What follows belongs to an exercise in optimizing a design on an open flow for small area; a production flow would make more cautious choices. Where RTL was checked, it was by simulation tests only, not by an equivalence proof against the original. Power figures rest on the tool's default switching activity, not on a simulated workload.

Setup of before:
## sync_block
module sync_block (
    input         clock,
    input         reset,
    input  [7:0]  strategy_sel,
    input         start,
    input         fg_opto,
    input         phase,
    input         wire_sensor,
    input         detector_ready,
    input  [31:0] fg_open_delay,
    input  [31:0] detector_ready_timeout,
    input  [31:0] phase_shift,
    input  [31:0] detonate_len,
    input  [31:0] trigger_len,
    output        detonator_triggered,
    output        output_trigger,
    output        valid_scenario,
    output [7:0]  scenario_state
);
Settings: LEC_CHECK=0, CAP_MARGIN=5, CORE_MARGIN=2, CORE_UTILIZATION=55, GPL_TIMING_DRIVEN=0, PLACE_DENSITY=0.85, SLEW_MARGIN=5; clock period 6.0 ns.
standard.sh (not shown) runs the stock make flow with config.mk's settings and CLKGATE_MAP_FILE= SYNTH_SCRIPT=/design/flow/synth_recipe.tcl, a recipe that flattens the netlist after the stock synthesis.
==> flow/flow/run.sh <==
#!/bin/bash
# Standard layout, with these changes:
#  - the port buffers use the smallest buffer cell (buf_1);
#  - synthesis maps logic with an area-oriented ABC script (flow/abc_area.script);
#  - clock tree synthesis uses clkbuf_8 buffers and no dummy loads.
# Every tool's output goes to a log file in this folder.
set -euo pipefail
HERE=$(pwd)
mkdir -p "$HERE/scripts"
cp -r "$FLOW_HOME/scripts/." "$HERE/scripts/"
cp "$HERE/flow/abc_area.script" "$HERE/scripts/abc_area.script"
export SCRIPTS_DIR="$HERE/scripts"
export ABC_AREA=1
export BUFFER_PORTS_ARGS="-buffer_cell sky130_fd_sc_hd__buf_1"
export CTS_ARGS="-sink_clustering_enable -repair_clock_nets -buf_list sky130_fd_sc_hd__clkbuf_8 -dont_use_dummy_load"
bash standard.sh > standard_flow.log 2>&1
==> flow/flow/abc_area.script <==
strash
&get -n
&st
&dch
&nf -R 50
&put
topo
The flow did not stop early for before: all stages ran, and the layout cleared the timing, DRC and antenna checks.
Setup changes, before to after
# before
export LEC_CHECK = 0
export CAP_MARGIN = 5
export CORE_MARGIN = 2
export CORE_UTILIZATION = 55
export GPL_TIMING_DRIVEN = 0
export PLACE_DENSITY = 0.85
export SLEW_MARGIN = 5
create_clock -name core_clock -period 6.0 [get_ports {clock}]
# after
export LEC_CHECK = 0
export CAP_MARGIN = 20
export CORE_MARGIN = 2
export CORE_UTILIZATION = 40
export GPL_TIMING_DRIVEN = 0
export SLEW_MARGIN = 20
create_clock -name core_clock -period 6.0 [get_ports {clock}]
==> flow/flow/run.sh <==
#!/bin/bash
# Standard layout, with two changes:
#  - the port buffers use the smallest buffer cell (buf_1);
#  - synthesis maps logic with an area-oriented ABC script (flow/abc_area.script).
# Every tool's output goes to a log file in this folder.
set -euo pipefail
HERE=$(pwd)
mkdir -p "$HERE/scripts"
cp -r "$FLOW_HOME/scripts/." "$HERE/scripts/"
cp "$HERE/flow/abc_area.script" "$HERE/scripts/abc_area.script"
export SCRIPTS_DIR="$HERE/scripts"
export ABC_AREA=1
export BUFFER_PORTS_ARGS="-buffer_cell sky130_fd_sc_hd__buf_1"
bash standard.sh > standard_flow.log 2>&1
==> flow/flow/abc_area.script <==
strash
dch
map -D 4000
topo
dnsize
Findings:
The run with more routed wire is after, not before.
after against before: insertion delay of the later-clocked pin in the worst-skew pair essentially unchanged, layout buffering overhead excluding clock cells increased 0.71 points, final cell count picked up an extra 22%.
The critical path depth number comes out lower for before vs after.
Diff before -> after | met2 track utilization from global routing | decrease of 13 points
In the tables for after and before, worst path buffer plus inverter count reads lower with before.
On largest fanout on the critical path: between after and before, it ends up higher for before.
Higher share of the core filled with cells goes to before over after.
Per the comparison of after with before, arrival time at the worst endpoint picked up an extra 0.06 ns, synthesized area picked up an extra about 4%.

job 3933:
The RTL this note starts from:
==> flow/design.v <==
module sync_block (
    input         clock,
    input         reset,
    input  [7:0]  strategy_sel,
    input         start,
    input         fg_opto,
    input         phase,
    input         wire_sensor,
    input         detector_ready,
    input  [31:0] fg_open_delay,
    input  [31:0] detector_ready_timeout,
    input  [31:0] phase_shift,
    input  [31:0] detonate_len,
    input  [31:0] trigger_len,
    output        detonator_triggered,
    output        output_trigger,
    output        valid_scenario,
    output [7:0]  scenario_state
);
localparam [3:0] IDLE = 4'd0, FG_WAIT_OPTO = 4'd1, FG_WAIT_OPEN = 4'd2, DETONATE = 4'd3,
                 WIRE_TRIGGER = 4'd4, WAIT_PHASE_FRONT = 4'd5, WAIT_PHASE_DELAY = 4'd6,
                 TRIGGER_PROLONG = 4'd7, DETECTOR_BUSY = 4'd8, DETECTOR_WAIT = 4'd9,
                 DETECTOR_FINISHED = 4'd10;
wire s0 = (strategy_sel == 8'd0);
wire s1 = (strategy_sel == 8'd1);
wire s2 = (strategy_sel == 8'd2);
wire s3 = (strategy_sel == 8'd3);
wire s4 = (strategy_sel == 8'd4);
wire valid = s1 | s2 | s3 | s4;
reg [3:0]  st;       
reg [32:0] cq;
wire [32:0] cnt = ~cq;
reg        det, trig;
reg        start_p, fg_p, wire_p, phase_p;
wire start_e = start & ~start_p;
wire fg_e    = fg_opto & ~fg_p;
wire wire_e  = wire_sensor & ~wire_p;
wire phase_e = phase & ~phase_p;
wire is_fgo  = (st == FG_WAIT_OPEN);
wire is_det  = (st == DETONATE);
wire is_wpd  = (st == WAIT_PHASE_DELAY);
wire is_tp   = (st == TRIGGER_PROLONG);
wire is_db   = (st == DETECTOR_BUSY);
wire is_dw   = (st == DETECTOR_WAIT);
wire is_test = s0 & st[0];
wire [31:0] lim = ({32{is_fgo}} & fg_open_delay) | ({32{is_det}} & detonate_len) |
                  ({32{is_tp}} & trigger_len) | ({32{is_wpd}} & phase_shift) |
                  ({32{is_dw}} & detector_ready_timeout);
function automatic borrow_out(input [31:0] c, input [31:0] l, input integer lo, input integer n, input bin);
    integer k;
    reg b;
    begin
        b = bin;
        for (k = lo; k < lo + n; k = k + 1)
            b = (~c[k] & l[k]) | (~c[k] & b) | (l[k] & b);
        borrow_out = b;
    end
endfunction
wire bs0 = borrow_out(cnt[31:0], lim, 0, 11, is_dw);
wire bs1_0 = borrow_out(cnt[31:0], lim, 11, 11, 1'b0);
wire bs1_1 = borrow_out(cnt[31:0], lim, 11, 11, 1'b1);
wire bs1 = bs0 ? bs1_1 : bs1_0;
wire bs2_0 = borrow_out(cnt[31:0], lim, 22, 10, 1'b0);
wire bs2_1 = borrow_out(cnt[31:0], lim, 22, 10, 1'b1);
wire bs2 = bs1 ? bs2_1 : bs2_0;
wire lt = ~cnt[32] & bs2;
genvar gi;
wire inc  = is_test | is_fgo | is_det | is_tp | is_wpd | is_dw;
wire keep = is_test | is_tp | is_db | ((is_fgo | is_det | is_wpd) & lt) | (is_dw & lt & ~detector_ready);
wire [32:0] all_ones_below;
assign all_ones_below[0] = 1'b1;
generate for (gi = 1; gi < 33; gi = gi + 1) begin : g_inc
    assign all_ones_below[gi] = all_ones_below[gi-1] & cnt[gi-1];
end endgenerate
reg [3:0] st_n;
always @(*) begin
    st_n = st;
    if (s0) begin
        if (st == IDLE && start) st_n = FG_WAIT_OPTO;
    end else if (valid) begin
        case (st)
            IDLE:              if (start_e) st_n = FG_WAIT_OPTO;
            FG_WAIT_OPTO:      if (fg_e) st_n = FG_WAIT_OPEN;
            FG_WAIT_OPEN:      if (!lt) st_n = s2 ? TRIGGER_PROLONG : s4 ? WAIT_PHASE_FRONT : DETONATE;
            DETONATE:          if (!lt) st_n = WIRE_TRIGGER;
            WIRE_TRIGGER:      if (wire_e) st_n = s1 ? TRIGGER_PROLONG : WAIT_PHASE_FRONT;
            WAIT_PHASE_FRONT:  if (phase_e) st_n = WAIT_PHASE_DELAY;
            WAIT_PHASE_DELAY:  if (!lt) st_n = TRIGGER_PROLONG;
            TRIGGER_PROLONG:   if (!lt) st_n = (s2 | s4) ? IDLE : DETECTOR_BUSY;
            DETECTOR_BUSY:     if (~detector_ready) st_n = DETECTOR_WAIT;
            DETECTOR_WAIT:     if (!(lt & ~detector_ready)) st_n = DETECTOR_FINISHED;
            DETECTOR_FINISHED: if (~start) st_n = IDLE;
            default:           st_n = IDLE;
        endcase
    end
end
always @(posedge clock) begin
    start_p <= start;
    fg_p    <= fg_opto;
    wire_p  <= wire_sensor;
    phase_p <= phase;
    cq <= ~((cnt ^ ({33{inc}} & all_ones_below)) & {33{keep & ~reset}});
    if (reset) begin
        st   <= IDLE;
        det  <= 1'b0;
        trig <= 1'b0;
    end else begin
        st   <= st_n;
        det  <= is_det & lt;
        trig <= (is_tp & lt) | (s3 & is_wpd & ~lt);
    end
end
reg [3:0] st_out;
always @(*) begin
    st_out = st;
    if (s1 & st[3]) st_out = st - 4'd2;                    
    if (s1 & st == TRIGGER_PROLONG) st_out = 4'd5;
    if (s2 & st == TRIGGER_PROLONG) st_out = 4'd3;
    if (s4 & st[2] & (st[1] | st[0])) st_out = st - 4'd2;  
end
assign detonator_triggered = det;
assign output_trigger      = trig;
assign valid_scenario      = valid;
assign scenario_state      = {cnt[6:3] & {4{s0}}, (cnt[2:0] & {3{s0}}) | st_out[3:1], st_out[0]};
endmodule
export LEC_CHECK = 0
export CAP_MARGIN = 5
export CORE_MARGIN = 2
export CORE_UTILIZATION = 65
export GPL_TIMING_DRIVEN = 0
export SLEW_MARGIN = 5
create_clock -name core_clock -period 6.0 [get_ports {clock}]
==> flow/flow/run.sh <==
#!/bin/bash
# Standard layout, with these changes:
#  - the port buffers use the smallest buffer cell (buf_1);
#  - synthesis maps logic with an area-oriented ABC script (flow/abc_area.script);
#  - clock tree synthesis uses clkbuf_8 buffers and no dummy loads.
# Every tool's output goes to a log file in this folder.
set -euo pipefail
HERE=$(pwd)
mkdir -p "$HERE/scripts"
cp -r "$FLOW_HOME/scripts/." "$HERE/scripts/"
cp "$HERE/flow/abc_area.script" "$HERE/scripts/abc_area.script"
export SCRIPTS_DIR="$HERE/scripts"
export ABC_AREA=1
export BUFFER_PORTS_ARGS="-buffer_cell sky130_fd_sc_hd__buf_1"
export CTS_ARGS="-sink_clustering_enable -repair_clock_nets -buf_list sky130_fd_sc_hd__clkbuf_8 -dont_use_dummy_load"
bash standard.sh > standard_flow.log 2>&1
==> flow/flow/abc_area.script <==
strash
&get -n
&st
&dch
&nf -R 100
&put
topo
Job 3933 completed every stage of the flow, and the final layout passed the timing, DRC and antenna checks.
Modified inputs, job 6999 compared to job 3933
Settings: setting PLACE_DENSITY to 0.75 for the first time; changing CORE_UTILIZATION from 65 to 50.
==> flow/flow/abc_area.script <==
strash
&get -n
&st
&dch
&nf -R 50
&put
topo
Notes after the runs:
Looking at job 6999 and job 3933, the area share of xor/xnor cells in the synthesized design is a wash. Final instance area: job 6999 > job 3933. Job 6999 against job 3933: proportion of power drawn by combinational gates shows a reduction of 2.3 points; sequential share of layout area closely matched the old numbers. Looking at total design power across both flows, job 6999 is the stronger of the two, with job 3933 trailing. In job 6999 the switching share of total power turned out 2.6 points lower than in job 3933. Summary — relative area change from synthesis to final layout, job 6999 relative to job 3933: lower, by 0.49 points. Job 6999: area after synthesis higher than job 3933.
No functional check of the RTL was part of any run of this note.

== run 1 ==
sync_block, a different RTL version from the one above (not shown whole).
Size in the first run: roughly 480 cells after synthesis, about 42 flip-flops, about 3700 um^2 of cells after synthesis.
export LEC_CHECK = 0
export CAP_MARGIN = 20
export CORE_MARGIN = 2
export CORE_UTILIZATION = 40
export SLEW_MARGIN = 20
create_clock -name core_clock -period 6.0 [get_ports {clock}]
==> flow/flow/run.sh <==
#!/bin/bash
# Standard layout, with two changes:
#  - the port buffers use the smallest buffer cell (buf_1);
#  - synthesis maps logic with an area-oriented ABC script (flow/abc_area.script).
# Every tool's output goes to a log file in this folder.
set -euo pipefail
HERE=$(pwd)
mkdir -p "$HERE/scripts"
cp -r "$FLOW_HOME/scripts/." "$HERE/scripts/"
cp "$HERE/flow/abc_area.script" "$HERE/scripts/abc_area.script"
export SCRIPTS_DIR="$HERE/scripts"
export ABC_AREA=1
export BUFFER_PORTS_ARGS="-buffer_cell sky130_fd_sc_hd__buf_1"
bash standard.sh > standard_flow.log 2>&1
==> flow/flow/abc_area.script <==
strash
&get -n
&st
&dch
&nf -a
&put
topo
Run 1 was carried through to the last stage, and its layout satisfied the timing, DRC and antenna checks.
The following lists how run 2 was set up differently from run 1:
- putting GPL_TIMING_DRIVEN at 0 where nothing was set
==> comparison <==
Per the comparison of run 2 with run 1, critical path depth decreased by 2 relative to the old numbers; area overhead of the layout relative to synthesis decreased by 1.6 points relative to the old numbers. Combinational power delta for run 2 relative to run 1: about 1% higher. [compare] base=run 1 new=run 2: post-synthesis instance area shows no meaningful change; non-clock buffer count shows a reduction of 4.7%; relative contribution of combinational cells to total power shows a reduction of 0.8 points; area of combinational cells with multiple inputs shows an increase of 53 um^2.
## Diff of input files: run 3 against run 2
- a deleted GPL_TIMING_DRIVEN that had been 0
==> flow/flow/abc_area.script <==
strash
dch
map -a
topo
dnsize
--- outcome ---
- Run 3 finished all stages; however, its layout fails the closing checks, the failures being negative setup slack.
- | depth of the most critical reg-to-reg path | lower: run 2 |
- Run 3 gives less summed negative setup slack over all endpoints than run 2 did.
- [compare] base=run 2 new=run 3: HPWL reported at the end of detailed placement +about 22%, setup slack after placement +200 ps, critical path depth +14, overall via count from detail_route +about 10%, row count +1.
- Relative to run 2, the met2 routing resource usage after global routing of run 3 is higher by 8.8 points.
No functional check of the RTL was part of any run of this note.

RTL: one of the versions met above, not the one the previous note started from.
Size: ~400 cells after synthesis, roughly 42 flip-flops, about 3200 sq um of cells after synthesis.
clock: 6.0 ns
lec_check: 0
cap_margin: 5
core_margin: 2
core_utilization: 40
gpl_timing_driven: 0
slew_margin: 5
==> flow/flow/run.sh <==
#!/bin/bash
# Standard layout, with these changes:
#  - the port buffers use the smallest buffer cell (buf_1);
#  - synthesis maps logic with an area-oriented ABC script (flow/abc_area.script);
#  - clock tree synthesis uses clkbuf_16 buffers, one sink cluster and no dummy loads.
# Every tool's output goes to a log file in this folder.
set -euo pipefail
HERE=$(pwd)
mkdir -p "$HERE/scripts"
cp -r "$FLOW_HOME/scripts/." "$HERE/scripts/"
cp "$HERE/flow/abc_area.script" "$HERE/scripts/abc_area.script"
export SCRIPTS_DIR="$HERE/scripts"
export ABC_AREA=1
export BUFFER_PORTS_ARGS="-buffer_cell sky130_fd_sc_hd__buf_1"
export CTS_ARGS="-sink_clustering_enable -sink_clustering_size 50 -sink_clustering_max_diameter 500 -buf_list sky130_fd_sc_hd__clkbuf_16 -root_buf sky130_fd_sc_hd__clkbuf_16 -dont_use_dummy_load -repair_clock_nets"
bash standard.sh > standard_flow.log 2>&1
==> flow/flow/abc_area.script <==
strash
&get -n
&st
&dch
&nf -R 50
&put
topo
The first run went through all stages and came out clean.
==> next run, changes <==
--- a/flow/flow/run.sh
+++ b/flow/flow/run.sh
@@ -5 +5 @@
-#  - clock tree synthesis uses clkbuf_16 buffers, one sink cluster and no dummy loads.
+#  - clock tree synthesis uses clkbuf_8 buffers and no dummy loads.
@@ -15 +15 @@
-export CTS_ARGS="-sink_clustering_enable -sink_clustering_size 50 -sink_clustering_max_diameter 500 -buf_list sky130_fd_sc_hd__clkbuf_16 -root_buf sky130_fd_sc_hd__clkbuf_16 -dont_use_dummy_load -repair_clock_nets"
+export CTS_ARGS="-sink_clustering_enable -repair_clock_nets -buf_list sky130_fd_sc_hd__clkbuf_8 -dont_use_dummy_load"
--- a/flow/config.mk
+++ b/flow/config.mk
@@ -10 +10 @@
-export CORE_UTILIZATION = 40
+export CORE_UTILIZATION = 65
What happened:
- sequential cell count stays the same
- die area shrinks by 37%
- via count grows by 12%
- count of clock-buffer cells in the layout is unchanged
- setup slack is worse by 0.17 ns
- wire length grows by 12%
- hold slack is better by 0.013 ns
- clock skew grows by 0.0087 ns
==> next run, changes <==
--- a/flow/config.mk
+++ b/flow/config.mk
@@ -10 +10 @@
-export CORE_UTILIZATION = 65
+export CORE_UTILIZATION = 50
@@ -11,0 +12 @@
+export PLACE_DENSITY = 0.75
What happened: The changed run went through all stages and came out clean; cell area goes up slightly; worst setup slack is better by 0.19 ns; die area grows by a quarter to a third; global-route usage fell by 11 points; core utilization came out lower by 22 points; non-clock buffer count fell by 2; routed wire length goes down by roughly a tenth; synthesized area does not change.
==> next run, changes <==
--- a/flow/config.mk
+++ b/flow/config.mk
@@ -10 +10 @@
-export CORE_UTILIZATION = 50
+export CORE_UTILIZATION = 40
@@ -12 +11,0 @@
-export PLACE_DENSITY = 0.75
Outcome: Count of clock-buffer cells in the layout stays the same. Non-clock buffer count increases by 2. Maximum frequency falls by 0.63%. Total power came out higher by 0.35%. Sequential share of layout area fell by 0.42 points. Wire length goes up by 2.0%. Final area came out higher by 2.0%. Die area goes up by about 24%. Global-route usage came out lower by 4.8 points.
==> next run, changes <==
--- a/flow/flow/run.sh
+++ b/flow/flow/run.sh
@@ -5 +5 @@
-#  - clock tree synthesis uses clkbuf_8 buffers and no dummy loads.
+#  - clock tree synthesis uses small sink clusters driven by clkbuf_4 buffers, and no dummy loads.
@@ -15 +15 @@
-export CTS_ARGS="-sink_clustering_enable -repair_clock_nets -buf_list sky130_fd_sc_hd__clkbuf_8 -dont_use_dummy_load"
+export CTS_ARGS="-sink_clustering_enable -sink_clustering_size 8 -sink_clustering_max_diameter 50 -buf_list sky130_fd_sc_hd__clkbuf_4 -root_buf sky130_fd_sc_hd__clkbuf_8 -dont_use_dummy_load -repair_clock_nets"
--- a/flow/config.mk
+++ b/flow/config.mk
@@ -10 +10 @@
-export CORE_UTILIZATION = 40
+export CORE_UTILIZATION = 50
@@ -11,0 +12 @@
+export PLACE_DENSITY = 0.75
Result: The changed run went through all stages and came out clean; sequential share of layout area went up by 0.42 points; wire length shrinks by 1.9%; clock-buffer cell count stays the same; via count climbs by 2.8%; hold slack is about the same; critical path depth rose by 1; clock power barely changes.

port drivers added, routing unchanged:
How much do the figures lean on ideal ports? The routed layouts below were timed once more, with nothing changed but the port constraints.
Step 1 sets driving cells, clkbuf_16 on the clock port and buf_2 on the other inputs (assumed; they add their load-dependent delay and slew).
Step 2 moves the port delays by t, midway between the first and last clock arrival at a register: inputs arrive t later, outputs are due t later. That takes back most of the time a late clock gives input paths.
Three values: no drivers, after step 1, after step 2; two values: the first two.
run	shift t [ns]	setup slack, ns	hold slack, ns	latest minus earliest clock arrival (ns)	worst data-port slew with drivers (ns)
before	0.308	0.327 / 0.327 / 0.327	0.514 / 0.514 / 0.514	0.023 / 0.023	0.05
after	0.324	0.358 / 0.367 / 0.043	0.475 / 0.475 / 0.475	0.010 / 0.010	0.06
job 3933	0.330	0.180 / 0.180 / -0.089	0.550 / 0.550 / 0.550	0.025 / 0.024	0.05
job 6999	0.314	0.308 / 0.308 / 0.119	0.528 / 0.528 / 0.528	0.013 / 0.013	0.05
run 1	0.334	0.121 / 0.132 / -0.202	0.563 / 0.563 / 0.563	0.010 / 0.010	0.06
run 2	0.327	0.088 / 0.088 / -0.239	0.545 / 0.545 / 0.545	0.012 / 0.012	0.06
run 3	0.333	-0.722 / -0.723 / -1.056	0.505 / 0.505 / 0.505	0.012 / 0.012	0.05
the first run of note 4	0.315	0.432 / 0.432 / 0.432	0.496 / 0.496 / 0.496	0.007 / 0.006	0.04
the second run of note 4	0.327	0.260 / 0.260 / 0.260	0.509 / 0.509 / 0.509	0.015 / 0.014	0.08
the third run of note 4	0.319	0.455 / 0.455 / 0.455	0.499 / 0.499 / 0.499	0.016 / 0.016	0.05
the fourth run of note 4	0.314	0.419 / 0.419 / 0.419	0.500 / 0.500 / 0.500	0.009 / 0.010	0.04
the fifth run of note 4	0.319	0.455 / 0.455 / 0.455	0.499 / 0.499 / 0.499	0.016 / 0.016	0.05
Met with ideal ports but missed after step 2: setup timing in job 3933, run 1 and run 2. For run 3, which loses most, drivers alone change the setup slack by -0.001 ns; drivers and shift together by -0.334 ns.
